This is an optimization exercise on Yosys and OpenROAD, whose aim is small area, a short achievable clock period and few clock cycles, not a production implementation. The RTL was checked by simulation tests, not by an equivalence proof against the original design.

==> flow/design.v (excerpt) <==
module JAM (CLK, RST, W, J, Cost, MatchCount, MinCost, Valid);
For scale: roughly 910 flip-flops, ~30 I/O pins.
clock: 5.0 ns
lec_check: 0
cap_margin: 20
core_margin: 2
core_utilization: 40
setup_slack_margin: 1.9
slew_margin: 20
run.sh (not shown) runs the stock make flow with config.mk's settings and CLKGATE_MAP_FILE= SYNTH_SCRIPT=/design/flow/synth_recipe.tcl, a recipe that flattens the netlist after the stock synthesis.
Testbench counts at the start, summed over its fixed seeds: cycles 2,600.
Change:
--- a/flow/design.v
+++ b/flow/design.v
@@ -182,98 +182,94 @@
 end
 wire [2:0] lvlm1 = j0 - 3'd1;
 wire [2:0] sback = wy[lvlm1];
 wire [2:0] phn = ph + 3'd1;
 wire row_ready  = ld_done || (W > ph) || (W == ph && J == 3'd7);
 wire next_ready = ld_done || (W > phn);
 wire [2:0] tcm2 = tc[2:0] - 3'd2;
 always @(posedge CLK) begin
     case (st)
     S_A2: begin
         for (k = 0; k < 8; k = k + 1)
-            if (upd[k]) mv[k] <= {1'b0, s[k][6:0]};
-        for (k = 0; k < 8; k = k + 1)
             if (upd[k]) begin
                 if (!j0root) wy[k] <= j0;
                 if (ph[0]) wyr1[k] <= j0root; else wyr0[k] <= j0root;
             end
     end
-    S_WAIT: if (ph == 3'd0) begin
-        for (k = 0; k < 8; k = k + 1) begin
-            w[k] <= 7'd0; mv[k] <= 8'd128;
-        end
-    end
     S_A1: begin
         if (!win[8] && !more && !wk)
-            for (k = 0; k < 8; k = k + 1) begin
-                uc[k] <= ufix[k]; w[k] <= wfix[k]; mv[k] <= 8'd128;
-            end
-    end
-    S_T: if (tc != 4'd0) begin
-        wyr1 <= 8'hFF;
-        if (tc >= 4'd2) mv[tcm2] <= tb;
+            for (k = 0; k < 8; k = k + 1) uc[k] <= ufix[k];
     end
+    S_T: if (tc != 4'd0) wyr1 <= 8'hFF;
     S_PEEL: if (!Valid) wyr1 <= keep;
     S_DFS: if (!Valid) begin
         if (!j0root) wyr0 <= cm;
         else if (j0 != 3'd7 && wyr0 != 8'd0) wy[j0] <= cj;
     end
     default: ;
     endcase
     if (wk) begin
         if (jrt) begin
             pr[wj] <= phm; uc[wj] <= wD;
         end else begin
             pr[wj] <= pr[jw]; uc[wj] <= uc[jw];
         end
     end
 end
 always @(posedge CLK or posedge RST) begin
     if (RST) begin
         st <= S_WAIT; ph <= 3'd0; win <= 9'h100; unr <= 7'd0; D <= 7'd0;
         j0 <= 3'd0; j0root <= 1'b1; wk <= 1'b0; wj <= 3'd0; wjw <= 3'd0; wjr <= 1'b0; wD <= 7'd0; used <= 8'd0; pv <= 8'd0; MinCost <= 10'd0;
         MatchCount <= 4'd0; Valid <= 1'b0; tc <= 4'd0;
+        for (k = 0; k < 8; k = k + 1) begin
+            w[k] <= 7'd0; mv[k] <= 8'd128;
+        end
     end else begin
         case (st)
         S_WAIT: if (row_ready) begin
             j0root <= 1'b1; st <= S_A2;
         end
         S_A1: if (win[8] || !wk) begin
             j0 <= jn; j0root <= win[8];
             used <= used | win[7:0];
             if (win[8] || more)
                 st <= S_A2;
             else begin
+                for (k = 0; k < 8; k = k + 1) w[k] <= wfix[k];
                 MinCost <= mcs;
                 wk <= 1'b1; wj <= jn; wjw <= jwe; wjr <= jre; wD <= D;
                 ph <= phn; win <= 9'h100; unr <= 7'd0; D <= 7'd0;
                 used <= 8'd0;
+                for (k = 0; k < 8; k = k + 1) mv[k] <= 8'd128;
                 tc <= 4'd0;
                 if (ph == 3'd7) begin
                     st <= S_T;
                 end else
                     st <= next_ready ? S_A1 : S_WAIT;
             end
         end
         S_A2: begin
+            for (k = 0; k < 8; k = k + 1)
+                if (upd[k]) mv[k] <= {1'b0, s[k][6:0]};
             st <= S_B;
         end
         S_B: if (!wk) begin
             win <= {1'b0, bwin};
             unr <= bun;
             D <= bmin;
             st <= S_A1;
         end
         S_T: if (!wk || tc != 4'd0) begin
             win <= {1'b0, 8'd1 << tc[2:0]};
             unr <= uc[tc[2:0]];
+            if (tc >= 4'd2) mv[tcm2] <= tb;
             tc <= tc + 4'd1;
             if (tc == 4'd9) st <= S_PEEL;
         end
         S_PEEL: if (!Valid) begin
             if (keep == 8'd0) begin
                 MatchCount <= 4'd1; Valid <= 1'b1;
             end else if (keep == wyr1) begin
                 j0 <= 3'd0; tc <= 4'd0; used <= 8'd0; MatchCount <= 4'd0; j0root <= 1'b0;
                 st <= S_DFS;
             end
         end
The new run finished with timing, DRC and antenna clean.
Register-to-register slack gets better by 0.08 ns.
Final cell count increases by 0.49%.
Design area decreases by 0.95%.
First-iteration DRC count increases by 11%.
Synthesized area increases by 0.36%.
Sequential cell count does not change.
Via count increases by 0.57%.
Global-route usage stays flat.
Wire length is about the same.
Worst setup slack gets better by 0.085 ns.
Testbench counts after the change, summed over its fixed seeds: cycles 2,600.

---

The RTL this note starts from:
==> flow/design.v <==
module JAM (CLK, RST, W, J, Cost, MatchCount, MinCost, Valid);
input CLK;
input RST;
input [6:0] Cost;
output reg [2:0] W;
output reg [2:0] J;
output reg [3:0] MatchCount;
output reg [9:0] MinCost;
output reg Valid;
localparam S_WAIT = 3'd0, S_A1 = 3'd1, S_A2 = 3'd2, S_B = 3'd3,
           S_T = 3'd4, S_PEEL = 3'd5, S_DFS = 3'd6;
integer k;
genvar g, h;
reg ld_done;
always @(posedge CLK or posedge RST) begin
    if (RST) begin
        W <= 3'd0; J <= 3'd0; ld_done <= 1'b0;
    end else if (!ld_done) begin
        {W, J} <= {W, J} + 6'd1;
        if ({W, J} == 6'd63) ld_done <= 1'b1;
    end
end
reg [6:0] cst [0:63];
always @(posedge CLK) begin
    if (!ld_done) cst[{W, J}] <= Cost;
end
reg [2:0] st;
reg [2:0] ph;           
reg [8:0] win;          
reg [6:0] D;            
reg [2:0] j0;           
reg       j0root;       
reg [7:0] used;         
reg [7:0] pv;           
reg [6:0] w  [0:7];     
reg [6:0] uc [0:7];     
reg [7:0] mv [0:7];     
reg [2:0] wy [0:7];
reg [7:0] wyr0, wyr1;   
reg       wk;           
reg [2:0] wj;           
reg [2:0] wjw;          
reg       wjr;          
reg [6:0] wD;           
reg [2:0] pr [0:7];     
reg [6:0] rowr [0:7];   
reg [8:0] wkr  [0:7];   
reg [3:0] tc;
reg [7:0] alive;
reg [2:0] lvl;
reg [3:0] lb;
reg [2:0] stk [0:6];
reg [7:0] usedc;
reg       dph;
reg [7:0] cmr;
reg [2:0] i0;
reg [6:0] unr;          
reg [2:0] jn;
reg       more;
wire [7:0] asel = (st == S_T) ? (8'd1 << tc[2:0]) : win[7:0];
wire [6:0] aun  = (st == S_T) ? uc[tc[2:0]] : unr;
always @(*) begin
    i0 = (win[8] && st != S_T) ? ph : 3'd0;
    jn = 3'd0;
    more = 1'b0;
    for (k = 0; k < 8; k = k + 1)
        if (asel[k]) begin
            i0 = i0 | pr[k];
            jn = jn | k[2:0];
            more = more | pv[k];
        end
end
generate for (g = 0; g < 8; g = g + 1) begin : a1
    if (g == 7) begin : byp
        always @(posedge CLK) rowr[g] <= (st == S_WAIT && W == ph && J == 3'd7 && !ld_done) ? Cost
                                                                                 : cst[{i0, g[2:0]}];
    end else begin : nob
        always @(posedge CLK) rowr[g] <= cst[{i0, g[2:0]}];
    end
    wire [8:0] y1 = {2'b00, w[g]};
    wire [8:0] y2 = {2'b00, D};
    wire [8:0] y3 = ~{2'b00, aun};
    wire [8:0] ks = y1 ^ y2 ^ y3;
    wire [8:0] kc = {(y1[7:0] & y2[7:0]) | (y1[7:0] & y3[7:0]) | (y2[7:0] & y3[7:0]), 1'b0};
    wire [8:0] wks;
    wire       wkco;
    jam_add #(9) u_wk (.a(ks), .b(kc), .ci(1'b1), .s(wks), .co(wkco));
    always @(posedge CLK) wkr[g] <= wks;
end endgenerate
wire [8:0] s   [0:7];
wire [7:0] upd;
wire [7:0] tb;
generate for (g = 0; g < 8; g = g + 1) begin : a2
    wire [9:0] x1 = {3'b000, rowr[g]};
    wire [9:0] x3 = {wkr[g][8], wkr[g]};
    wire [9:0] x4 = ~{2'b00, mv[g]};
    wire [9:0] s2 = x1 ^ x3 ^ x4;
    wire [9:0] c2 = {(x1[8:0] & x3[8:0]) | (x1[8:0] & x4[8:0]) | (x3[8:0] & x4[8:0]), 1'b0};
    wire [6:0] sf;
    wire [9:0] df;
    wire       sco, dco;
    jam_add #(7)  u_s (.a(rowr[g]), .b(wkr[g][6:0]), .ci(1'b0), .s(sf), .co(sco));
    jam_add #(10) u_c (.a(s2), .b(c2), .ci(1'b1), .s(df), .co(dco));
    assign s[g]   = {2'b00, sf};
    assign upd[g] = !used[g] && df[9];
    wire [9:0] zp = x1 ^ x3;
    wire [9:0] zo = {x1[8:0] | x3[8:0], 1'b0};
    assign tb[g]  = (zp == zo);
end endgenerate
wire [7:0] mval [0:7];
generate for (g = 0; g < 8; g = g + 1) begin : bm
    assign mval[g] = mv[g];
end endgenerate
wire [7:0] nb [0:7];
generate for (g = 0; g < 8; g = g + 1) begin : bc
    for (h = 0; h < 8; h = h + 1) begin : bo
        if (h > g) begin : c
            wire [7:0] su;
            wire       co;
            jam_add #(8) u_b (.a(mval[h]), .b(~mval[g]), .ci(1'b1), .s(su), .co(co));
            assign nb[g][h] = !co;
        end else begin : c
            assign nb[g][h] = 1'b0;
        end
    end
end endgenerate
wire [7:0] bwin;
generate for (g = 0; g < 8; g = g + 1) begin : bw
    wire [7:0] ok;
    for (h = 0; h < 8; h = h + 1) begin : bo
        if (h < g)      assign ok[h] = used[h] | nb[h][g];
        else if (h > g) assign ok[h] = used[h] | !nb[g][h];
        else            assign ok[h] = !used[g];
    end
    assign bwin[g] = &ok;
end endgenerate
reg [6:0] bmin;
reg [6:0] bun;
always @(*) begin
    bmin = 7'd0;
    bun = 7'd0;
    for (k = 0; k < 8; k = k + 1)
        if (bwin[k]) begin
            bmin = bmin | mv[k][6:0];
            bun = bun | uc[k];
        end
end
wire [6:0] wfix [0:7];
wire [6:0] ufix [0:7];
wire [9:0] mcs;
wire       mco;
jam_add #(10) u_mc (.a(MinCost), .b({3'd0, D}), .ci(1'b0), .s(mcs), .co(mco));
generate for (g = 0; g < 8; g = g + 1) begin : fx
    wire [6:0] nm = ~mv[g][6:0];
    wire [6:0] ws1 = w[g] ^ D ^ nm;
    wire [6:0] wc1 = {(w[g][5:0] & D[5:0]) | (w[g][5:0] & nm[5:0]) | (D[5:0] & nm[5:0]), 1'b0};
    wire [6:0] us1 = uc[g] ^ D ^ nm;
    wire [6:0] uc1 = {(uc[g][5:0] & D[5:0]) | (uc[g][5:0] & nm[5:0]) | (D[5:0] & nm[5:0]), 1'b0};
    wire [6:0] wf, uf;
    wire       wco, uco;
    jam_add #(7) u_w (.a(ws1), .b(wc1), .ci(1'b1), .s(wf), .co(wco));
    jam_add #(7) u_u (.a(us1), .b(uc1), .ci(1'b1), .s(uf), .co(uco));
    assign wfix[g] = used[g] ? wf : w[g];
    assign ufix[g] = used[g] ? uf : uc[g];
end endgenerate
wire [2:0] jw  = wjw;
wire       jrt = wjr;
wire [2:0] jwn = wy[wjw];                                 
wire       jrn = ph[0] ? wyr0[wjw] : wyr1[wjw];
wire [2:0] jwe = wy[jn];                                  
wire       jre = ph[0] ? wyr1[jn] : wyr0[jn];
wire [2:0] phm = ph - 3'd1;
wire [7:0] out_ok, in_ok, out_ok2, in_ok2;
wire [7:0] keep1 = alive & out_ok & in_ok;
generate for (g = 0; g < 8; g = g + 1) begin : pl
    wire [7:0] colg;
    for (h = 0; h < 8; h = h + 1) begin : cb
        assign colg[h] = mv[h][g];
    end
    assign out_ok[g]  = |(mv[g] & alive & ~(8'd1 << g));
    assign in_ok[g]   = |(colg  & alive & ~(8'd1 << g));
    assign out_ok2[g] = |(mv[g] & keep1 & ~(8'd1 << g));
    assign in_ok2[g]  = |(colg  & keep1 & ~(8'd1 << g));
end endgenerate
wire [7:0] keep = keep1 & out_ok2 & in_ok2;
wire [7:0] teff = alive[lvl] ? (mv[lvl] & alive) : (8'd1 << lvl);
wire [7:0] lbm  = lb[3] ? 8'd0 : (8'hFF << lb[2:0]);
wire [7:0] cm   = teff & ~usedc & lbm;
reg  [2:0] cj;
always @(*) begin
    cj = 3'd0;
    for (k = 7; k >= 0; k = k - 1)
        if (cmr[k]) cj = k[2:0];
end
wire [2:0] lvlm1 = lvl - 3'd1;
wire [2:0] sback = stk[lvlm1];
wire [2:0] phn = ph + 3'd1;
wire row_ready  = ld_done || (W > ph) || (W == ph && J == 3'd7);
wire next_ready = ld_done || (W > phn);
wire [2:0] tcm1 = tc[2:0] - 3'd1;
always @(posedge CLK) begin
    case (st)
    S_A2: begin
        for (k = 0; k < 8; k = k + 1)
            if (upd[k]) begin
                if (!j0root) wy[k] <= j0;
                if (ph[0]) wyr1[k] <= j0root; else wyr0[k] <= j0root;
            end
    end
    S_A1: begin
        if (!win[8] && !more && !wk)
            for (k = 0; k < 8; k = k + 1) uc[k] <= ufix[k];
    end
    S_DFS: if (dph && lvl != 3'd7 && cmr != 8'd0) stk[lvl] <= cj;
    default: ;
    endcase
    if (wk) begin
        if (jrt) begin
            pr[wj] <= phm; uc[wj] <= wD;
        end else begin
            pr[wj] <= pr[jw]; uc[wj] <= uc[jw];
        end
    end
end
always @(posedge CLK or posedge RST) begin
    if (RST) begin
        st <= S_WAIT; ph <= 3'd0; win <= 9'h100; unr <= 7'd0; D <= 7'd0;
        j0 <= 3'd0; j0root <= 1'b1; wk <= 1'b0; wj <= 3'd0; wjw <= 3'd0; wjr <= 1'b0; wD <= 7'd0; used <= 8'd0; pv <= 8'd0; MinCost <= 10'd0;
        MatchCount <= 4'd0; Valid <= 1'b0; tc <= 4'd0; alive <= 8'hFF; lvl <= 3'd0;
        lb <= 4'd0; usedc <= 8'd0; dph <= 1'b0; cmr <= 8'd0;
        for (k = 0; k < 8; k = k + 1) begin
            w[k] <= 7'd0; mv[k] <= 8'd128;
        end
    end else begin
        case (st)
        S_WAIT: if (row_ready) begin
            j0root <= 1'b1; st <= S_A2;
        end
        S_A1: if (win[8] || !wk) begin
            j0 <= jn; j0root <= win[8];
            used <= used | win[7:0];
            if (win[8] || more)
                st <= S_A2;
            else begin
                for (k = 0; k < 8; k = k + 1) w[k] <= wfix[k];
                MinCost <= mcs;
                wk <= 1'b1; wj <= jn; wjw <= jwe; wjr <= jre; wD <= D;
                ph <= phn; win <= 9'h100; unr <= 7'd0; D <= 7'd0;
                used <= 8'd0;
                for (k = 0; k < 8; k = k + 1) mv[k] <= 8'd128;
                tc <= 4'd0;
                if (ph == 3'd7) begin
                    st <= S_T;
                end else
                    st <= next_ready ? S_A1 : S_WAIT;
            end
        end
        S_A2: begin
            for (k = 0; k < 8; k = k + 1)
                if (upd[k]) mv[k] <= {1'b0, s[k][6:0]};
            st <= S_B;
        end
        S_B: if (!wk) begin
            win <= {1'b0, bwin};
            unr <= bun;
            D <= bmin;
            st <= S_A1;
        end
        S_T: if (!wk || tc != 4'd0) begin
            if (tc >= 4'd1) mv[tcm1] <= tb;
            tc <= tc + 4'd1;
            if (tc == 4'd8) st <= S_PEEL;
        end
        S_PEEL: if (!Valid) begin
            alive <= keep;
            if (keep == 8'd0) begin
                MatchCount <= 4'd1; Valid <= 1'b1;
            end else if (keep == alive) begin
                lvl <= 3'd0; lb <= 4'd0; usedc <= 8'd0; MatchCount <= 4'd0; dph <= 1'b0;
                st <= S_DFS;
            end
        end
        S_DFS: if (!Valid) begin
            dph <= !dph;
            if (!dph) begin
                cmr <= cm;
            end else if (lvl == 3'd7) begin
                if (cmr != 8'd0) MatchCount <= MatchCount + 4'd1;
                lvl <= 3'd6; usedc[stk[6]] <= 1'b0; lb <= {1'b0, stk[6]} + 4'd1;
            end else if (cmr != 8'd0) begin
                usedc[cj] <= 1'b1; lvl <= lvl + 3'd1; lb <= 4'd0;
            end else if (lvl == 3'd0) begin
                Valid <= 1'b1;
            end else begin
                lvl <= lvlm1; usedc[sback] <= 1'b0; lb <= {1'b0, sback} + 4'd1;
            end
        end
        default: st <= S_WAIT;
        endcase
        if (wk) begin
            pv[wj] <= 1'b1;
            if (jrt) wk <= 1'b0; else begin wj <= jw; wjw <= jwn; wjr <= jrn; end
        end
    end
end
endmodule
module jam_add #(parameter N = 8) (a, b, ci, s, co);
input  [N-1:0] a;
input  [N-1:0] b;
input          ci;
output [N-1:0] s;
output         co;
wire [N-1:0] p  = a ^ b;
wire [N-1:0] g0 = a & b;
reg  [N-1:0] G, P;
integer i, d;
always @(*) begin
    G = g0;
    G[0] = g0[0] | (p[0] & ci);
    P = p;
    for (d = 1; d < N; d = d * 2)
        for (i = N - 1; i >= d; i = i - 1) begin
            G[i] = G[i] | (P[i] & G[i - d]);
            P[i] = P[i] & P[i - d];
        end
end
assign s  = p ^ {G[N-2:0], ci};
assign co = G[N-1];
endmodule
clock: 5.0 ns
lec_check: 0
cap_margin: 20
core_margin: 2
core_utilization: 40
setup_slack_margin: 2.0
slew_margin: 20
Testbench counts at the start, summed over its fixed seeds: cycles 2,553.
Rerun with:
--- a/flow/design.v
+++ b/flow/design.v
@@ -54,35 +54,28 @@
 reg       dph;
 reg [7:0] cmr;
 reg [2:0] i0;
 reg [6:0] unr;          
 reg [2:0] jn;
 reg       more;
-wire [7:0] asel = (st == S_T) ? (8'd1 << tc[2:0]) : win[7:0];
-wire [6:0] aun  = (st == S_T) ? uc[tc[2:0]] : unr;
 always @(*) begin
-    i0 = (win[8] && st != S_T) ? ph : 3'd0;
+    i0 = win[8] ? ph : 3'd0;
     jn = 3'd0;
     more = 1'b0;
     for (k = 0; k < 8; k = k + 1)
-        if (asel[k]) begin
+        if (win[k]) begin
             i0 = i0 | pr[k];
             jn = jn | k[2:0];
             more = more | pv[k];
         end
 end
 generate for (g = 0; g < 8; g = g + 1) begin : a1
-    if (g == 7) begin : byp
-        always @(posedge CLK) rowr[g] <= (st == S_WAIT && W == ph && J == 3'd7 && !ld_done) ? Cost
-                                                                                 : cst[{i0, g[2:0]}];
-    end else begin : nob
-        always @(posedge CLK) rowr[g] <= cst[{i0, g[2:0]}];
-    end
+    always @(posedge CLK) rowr[g] <= cst[{i0, g[2:0]}];
     wire [8:0] y1 = {2'b00, w[g]};
     wire [8:0] y2 = {2'b00, D};
-    wire [8:0] y3 = ~{2'b00, aun};
+    wire [8:0] y3 = ~{2'b00, unr};
     wire [8:0] ks = y1 ^ y2 ^ y3;
     wire [8:0] kc = {(y1[7:0] & y2[7:0]) | (y1[7:0] & y3[7:0]) | (y2[7:0] & y3[7:0]), 1'b0};
     wire [8:0] wks;
     wire       wkco;
     jam_add #(9) u_wk (.a(ks), .b(kc), .ci(1'b1), .s(wks), .co(wkco));
     always @(posedge CLK) wkr[g] <= wks;
@@ -167,40 +160,37 @@
 wire       jrt = wjr;
 wire [2:0] jwn = wy[wjw];                                 
 wire       jrn = ph[0] ? wyr0[wjw] : wyr1[wjw];
 wire [2:0] jwe = wy[jn];                                  
 wire       jre = ph[0] ? wyr1[jn] : wyr0[jn];
 wire [2:0] phm = ph - 3'd1;
-wire [7:0] out_ok, in_ok, out_ok2, in_ok2;
-wire [7:0] keep1 = alive & out_ok & in_ok;
+wire [7:0] out_ok, in_ok;
 generate for (g = 0; g < 8; g = g + 1) begin : pl
     wire [7:0] colg;
     for (h = 0; h < 8; h = h + 1) begin : cb
         assign colg[h] = mv[h][g];
     end
-    assign out_ok[g]  = |(mv[g] & alive & ~(8'd1 << g));
-    assign in_ok[g]   = |(colg  & alive & ~(8'd1 << g));
-    assign out_ok2[g] = |(mv[g] & keep1 & ~(8'd1 << g));
-    assign in_ok2[g]  = |(colg  & keep1 & ~(8'd1 << g));
+    assign out_ok[g] = |(mv[g] & alive & ~(8'd1 << g));
+    assign in_ok[g]  = |(colg  & alive & ~(8'd1 << g));
 end endgenerate
-wire [7:0] keep = keep1 & out_ok2 & in_ok2;
+wire [7:0] keep = alive & out_ok & in_ok;
 wire [7:0] teff = alive[lvl] ? (mv[lvl] & alive) : (8'd1 << lvl);
 wire [7:0] lbm  = lb[3] ? 8'd0 : (8'hFF << lb[2:0]);
 wire [7:0] cm   = teff & ~usedc & lbm;
 reg  [2:0] cj;
 always @(*) begin
     cj = 3'd0;
     for (k = 7; k >= 0; k = k - 1)
         if (cmr[k]) cj = k[2:0];
 end
 wire [2:0] lvlm1 = lvl - 3'd1;
 wire [2:0] sback = stk[lvlm1];
 wire [2:0] phn = ph + 3'd1;
-wire row_ready  = ld_done || (W > ph) || (W == ph && J == 3'd7);
+wire row_ready  = ld_done || (W > ph);
 wire next_ready = ld_done || (W > phn);
-wire [2:0] tcm1 = tc[2:0] - 3'd1;
+wire [2:0] tcm2 = tc[2:0] - 3'd2;
 always @(posedge CLK) begin
     case (st)
     S_A2: begin
         for (k = 0; k < 8; k = k + 1)
             if (upd[k]) begin
                 if (!j0root) wy[k] <= j0;
@@ -230,15 +220,13 @@
         lb <= 4'd0; usedc <= 8'd0; dph <= 1'b0; cmr <= 8'd0;
         for (k = 0; k < 8; k = k + 1) begin
             w[k] <= 7'd0; mv[k] <= 8'd128;
         end
     end else begin
         case (st)
-        S_WAIT: if (row_ready) begin
-            j0root <= 1'b1; st <= S_A2;
-        end
+        S_WAIT: if (row_ready) st <= S_A1;
         S_A1: if (win[8] || !wk) begin
             j0 <= jn; j0root <= win[8];
             used <= used | win[7:0];
             if (win[8] || more)
                 st <= S_A2;
             else begin
@@ -264,15 +252,17 @@
             win <= {1'b0, bwin};
             unr <= bun;
             D <= bmin;
             st <= S_A1;
         end
         S_T: if (!wk || tc != 4'd0) begin
-            if (tc >= 4'd1) mv[tcm1] <= tb;
+            win <= {1'b0, 8'd1 << tc[2:0]};
+            unr <= uc[tc[2:0]];
+            if (tc >= 4'd2) mv[tcm2] <= tb;
             tc <= tc + 4'd1;
-            if (tc == 4'd8) st <= S_PEEL;
+            if (tc == 4'd9) st <= S_PEEL;
         end
         S_PEEL: if (!Valid) begin
             alive <= keep;
             if (keep == 8'd0) begin
                 MatchCount <= 4'd1; Valid <= 1'b1;
             end else if (keep == alive) begin
After rerunning: The changed run completed without violations. Non-clock buffer count is lower by 331. Synthesized cell count came out lower by 3.1%. Critical path depth fell by 2. Design area is lower by 11%. Count of clock-buffer cells in the layout rose by 7. Flip-flop and latch count stays the same. Die area came out lower by 2.1%. Routed wire length fell by 11%. Cell count drops by 5.7%. Global-route usage came out lower by 2.0 points.
Testbench counts after the change, summed over its fixed seeds: cycles 2,648.

==> afterwards: timing with drivers on the ports <==
No port has a modelled driver above. Below, the same layouts with a new extraction and two added sets of constraints. Step 1 assumes that a clkbuf_16 drives the clock port and a buf_2 every other input. Step 2 adds t to the input delays and takes it off the output delays; t is the mean of the earliest and latest rising clock arrival at the registers after step 1. Input paths then give back, and output paths get back, about the clock's delay inside the block. a / b / c = no drivers / after step 1 / after step 2; a / b = the first two.
| run | shift t [ns] | setup WS [ns] | hold slack, ns | worst data-port slew with drivers (ns) | cell pins on the clock port's net |
|---|---|---|---|---|---|
| the first run of note 1 | 0.813 | 1.794 / 1.794 / 1.794 | 0.479 / 0.479 / 0.479 | 0.03 | 1 |
| the second run of note 1 | 0.825 | 1.879 / 1.850 / 1.879 | 0.467 / 0.441 / 0.467 | 0.03 | 1 |
| the first run of note 2 | 0.853 | 1.389 / 1.389 / 1.389 | 0.470 / 0.470 / 0.470 | 0.04 | 1 |
| the second run of note 2 | 0.823 | 1.848 / 1.848 / 1.848 | 0.475 / 0.475 / 0.475 | 0.03 | 1 |
After both steps setup and hold are still met in every run listed.
